Background: an optimization exercise with open tools, aiming at small area and a short achievable clock period. Do not read the settings as production practice.
Only simulation tests tie the RTL to the original design; equivalence was not proved.
Power is estimated from default activity; no workload was simulated.

## onyx
## alu
module alu #(parameter N = 16)
(
    input  [N-1:0] OPA, OPB,
    input CIN, CLK, RST, CE, MODE,
    input [3:0] CMD,
    input [1:0] INP_VALID,
    output reg COUT,
    output reg OFLOW,
    output reg G,
    output reg L,
    output reg E,
    output reg ERR,
    output reg overflow,
    output reg [2*N:0] RES);
    reg [15:0] a, b;
    reg [3:0]  cmd;
    reg        mode, cin;
    reg [1:0]  iv;
    reg        mip;
    reg [24:8] acc;      
    wire v11 = (iv == 2'b11);
    wire v01 = (iv == 2'b01);
    wire v10 = (iv == 2'b10);
    wire is_mul = mode & v11 & ((cmd == 4'd9) | (cmd == 4'd10));
    wire start = ~mip & is_mul;
    always @(posedge CLK or posedge RST) begin
        if (RST) iv <= 2'b00;
        else if (CE & ~start) iv <= INP_VALID;
    end
    always @(posedge CLK) begin
        if (CE) begin
            if (start) begin
                b[7:0] <= b[15:8];
                b[15:8] <= x[7:0];
            end else begin
                a <= OPA; b <= OPB; cmd <= CMD; mode <= MODE; cin <= CIN;
            end
        end
    end
    reg m9;
    always @(posedge CLK) begin
        if (CE) m9 <= ~start & CMD[0];
    end
    wire op9 = cmd[0];
    wire [7:0] sel = b[7:0];
  ...
Size in the first run: about 1800 cells after synthesis, roughly 83 I/O pins, roughly 13000 um^2 of cells after synthesis.
clock: 10.0 ns
lec_check: 0
abc_area: 1
cap_margin: 20
core_margin: 2
core_utilization: 40
setup_slack_margin: 5
slew_margin: 20
tns_end_percent: 0
standard.sh (not shown) runs the stock make flow with config.mk's settings and CLKGATE_MAP_FILE= SYNTH_SCRIPT=/design/flow/synth_recipe.tcl, a recipe that flattens the netlist after the stock synthesis.
==> flow/flow/run.sh <==
#!/bin/bash
# The standard layout with these changes:
# - synthesis maps no half adders (ha cells are added to the platform's
#   don't-use list), so Yosys extracts full adders only and ABC maps the rest;
# - between synthesis and floorplan, fixinv.py flips full adders that Yosys
#   left with inverted inputs or outputs (a full adder is self-dual), so the
#   inverters around them go; registers and all else stay as synthesized;
# - the port buffers that placement inserts on every input and output are
#   buf_1 cells instead of the default delay buffer.
set -euo pipefail
W=$(pwd)
R=$W/orfs/results/$FLOW_PLATFORM/alu/base
# the platform's own don't-use list, plus the half adders
PLAT=$(awk '/^export DONT_USE_CELLS/{on=1; next} on && /^[^ \t]/{on=0} on' \
       "$FLOW_HOME/platforms/$FLOW_PLATFORM/config.mk" | tr -d '\\' | xargs)
DU="DONT_USE_CELLS=$PLAT sky130_fd_sc_hd__ha_1 sky130_fd_sc_hd__ha_2 sky130_fd_sc_hd__ha_4"
echo "$DU" > dont_use.log
bash standard.sh "$DU" "$R/1_2_yosys.v" > synth.log 2>&1
cp "$R/1_2_yosys.v" 1_2_yosys.synth.v
python3 flow/fixinv.py "$R/1_2_yosys.v" > fixinv.log 2>&1
bash standard.sh "$DU" "BUFFER_PORTS_ARGS=-buffer_cell sky130_fd_sc_hd__buf_1" finish > layout.log 2>&1
Other scripts of this flow, unchanged in this note and not shown: flow/flow/fixinv.py
onyx reached the end of the flow, and the finished layout is clean on the timing, design-rule and antenna checks.
Input-level comparison between willow and onyx:
==> flow/flow/run.sh <==
#!/bin/bash
# The standard layout with these changes:
# - synthesis maps no half adders (ha cells are added to the don't-use list),
#   so Yosys extracts full adders only and ABC maps the rest;
# - between synthesis and floorplan, fixinv.py flips full adders that Yosys
#   left with inverted inputs or outputs (a full adder is self-dual), so the
#   inverters around them go; registers and all else stay as synthesized;
# - the port buffers that placement inserts on every input and output are
#   buf_1 cells instead of the default delay buffer.
set -euo pipefail
W=$(pwd)
R=$W/orfs/results/$FLOW_PLATFORM/alu/base
# the platform's config.mk appends its own list to this one
export DONT_USE_CELLS="sky130_fd_sc_hd__ha_1 sky130_fd_sc_hd__ha_2 sky130_fd_sc_hd__ha_4"
bash standard.sh "$R/1_2_yosys.v" > synth.log 2>&1
cp "$R/1_2_yosys.v" 1_2_yosys.standard.v
python3 flow/fixinv.py "$R/1_2_yosys.v" > fixinv.log 2>&1
bash standard.sh "BUFFER_PORTS_ARGS=-buffer_cell sky130_fd_sc_hd__buf_1" finish > layout.log 2>&1
[summary]
The final layout from willow, which completed every stage, passed the timing, design-rule and antenna checks at the end of the flow.
Power (lower): onyx
On area growth from synthesis to layout: between willow and onyx, it ends up lower for willow.
met2 track demand over resource in global routing down 0.87 points in willow wrt onyx
Compared with onyx, in willow minimum clock period increased by 0.22 ns relative to the old numbers; final design instance area without fill increased by about 1.3% relative to the old numbers.


## rev 12
Another version of the RTL of alu (not shown whole).
For scale: about 1,800 cells after synthesis, ~83 I/O pins, roughly 0.013 mm² of cells after synthesis.
export LEC_CHECK = 0
export ABC_AREA = 1
export CAP_MARGIN = 20
export CORE_MARGIN = 2
export CORE_UTILIZATION = 40
export SETUP_SLACK_MARGIN = 5
export SLEW_MARGIN = 20
export TNS_END_PERCENT = 0
create_clock -name core_clock -period 10.0 [get_ports {CLK}]
==> flow/flow/run.sh <==
#!/bin/bash
# The standard layout with these changes:
# - synthesis maps no half adders (ha cells are added to the platform's
#   don't-use list), so Yosys extracts full adders only and ABC maps the rest;
# - between synthesis and floorplan, fixinv.py flips full adders that Yosys
#   left with inverted inputs or outputs (a full adder is self-dual), so the
#   inverters around them go; registers and all else stay as synthesized;
# - the port buffers that placement inserts on every input and output are
#   buf_1 cells instead of the default delay buffer.
set -euo pipefail
W=$(pwd)
R=$W/orfs/results/$FLOW_PLATFORM/alu/base
# the platform's own don't-use list, plus the half adders
PLAT=$(awk '/^export DONT_USE_CELLS/{on=1; next} on && /^[^ \t]/{on=0} on' \
       "$FLOW_HOME/platforms/$FLOW_PLATFORM/config.mk" | tr -d '\\' | xargs)
DU="DONT_USE_CELLS=$PLAT sky130_fd_sc_hd__ha_1 sky130_fd_sc_hd__ha_2 sky130_fd_sc_hd__ha_4"
echo "$DU" > dont_use.log
bash standard.sh "$DU" "$R/1_2_yosys.v" > synth.log 2>&1
cp "$R/1_2_yosys.v" 1_2_yosys.synth.v
python3 flow/fixinv.py "$R/1_2_yosys.v" > fixinv.log 2>&1
bash standard.sh "$DU" "BUFFER_PORTS_ARGS=-buffer_cell sky130_fd_sc_hd__buf_1" finish > layout.log 2>&1
Other scripts of this flow, unchanged in this note and not shown: flow/flow/fixinv.py
Setup changes, rev 12 to rev 13
==> flow/flow/run.sh <==
#!/bin/bash
# The standard layout with these changes:
# - synthesis maps no half adders (ha cells are added to the don't-use list),
#   so Yosys extracts full adders only and ABC maps the rest;
# - between synthesis and floorplan, fixinv.py flips full adders that Yosys
#   left with inverted inputs or outputs (a full adder is self-dual), so the
#   inverters around them go; registers and all else stay as synthesized;
# - the port buffers that placement inserts on every input and output are
#   buf_1 cells instead of the default delay buffer.
set -euo pipefail
W=$(pwd)
R=$W/orfs/results/$FLOW_PLATFORM/alu/base
# the platform's config.mk appends its own list to this one
export DONT_USE_CELLS="sky130_fd_sc_hd__ha_1 sky130_fd_sc_hd__ha_2 sky130_fd_sc_hd__ha_4"
bash standard.sh "$R/1_2_yosys.v" > synth.log 2>&1
cp "$R/1_2_yosys.v" 1_2_yosys.standard.v
python3 flow/fixinv.py "$R/1_2_yosys.v" > fixinv.log 2>&1
bash standard.sh "BUFFER_PORTS_ARGS=-buffer_cell sky130_fd_sc_hd__buf_1" finish > layout.log 2>&1
==> summary.txt <==
As far as number of H-tree branching levels goes, rev 12 and rev 13 are indistinguishable; the numbers are identical.
Lower number of vias in the routed layout was reported by rev 13, not rev 12.
Taking rev 12 as the reference point, the clock network fraction of total power of rev 13 falls by 0.3 points.
Comparing rev 13 and rev 12, the higher internal cell power was measured on rev 13.
Number of global-route vias before repair (rev 13 vs. rev 12) decreases by a few percent

-- re-timing with driven ports --
The results above use ideal ports. As a check the final layouts listed here were re-extracted and re-timed, cells and wires unchanged. Step 1 sets driving cells, clkbuf_16 on the clock port and buf_2 on the other inputs (assumed; they add their load-dependent delay and slew). Step 2 adds t to the input delays and takes it off the output delays; t is the mean of the earliest and latest rising clock arrival at the registers after step 1. Input paths then give back, and output paths get back, about the clock's delay inside the block. Three values: no drivers, after step 1, after step 2; two values: the first two.
run | shift t [ns] | setup WS [ns] | worst hold slack (ns) | worst setup path after step 2
onyx | 0.430 | 5.186 / 5.186 / 5.186 | 0.488 / 0.488 / 0.488 | register to register
willow | 0.420 | 4.967 / 4.967 / 4.967 | 0.485 / 0.485 / 0.485 | register to register
rev 12 | 0.428 | 5.207 / 5.207 / 5.207 | 0.485 / 0.485 / 0.485 | register to register
rev 13 | 0.424 | 5.070 / 5.070 / 4.981 | 0.485 / 0.485 / 0.485 | input to register
After both steps every run listed still meets setup and hold. The setup slack of rev 13, which loses most, moves by 0.000 ns with the drivers and by -0.089 ns with both steps.
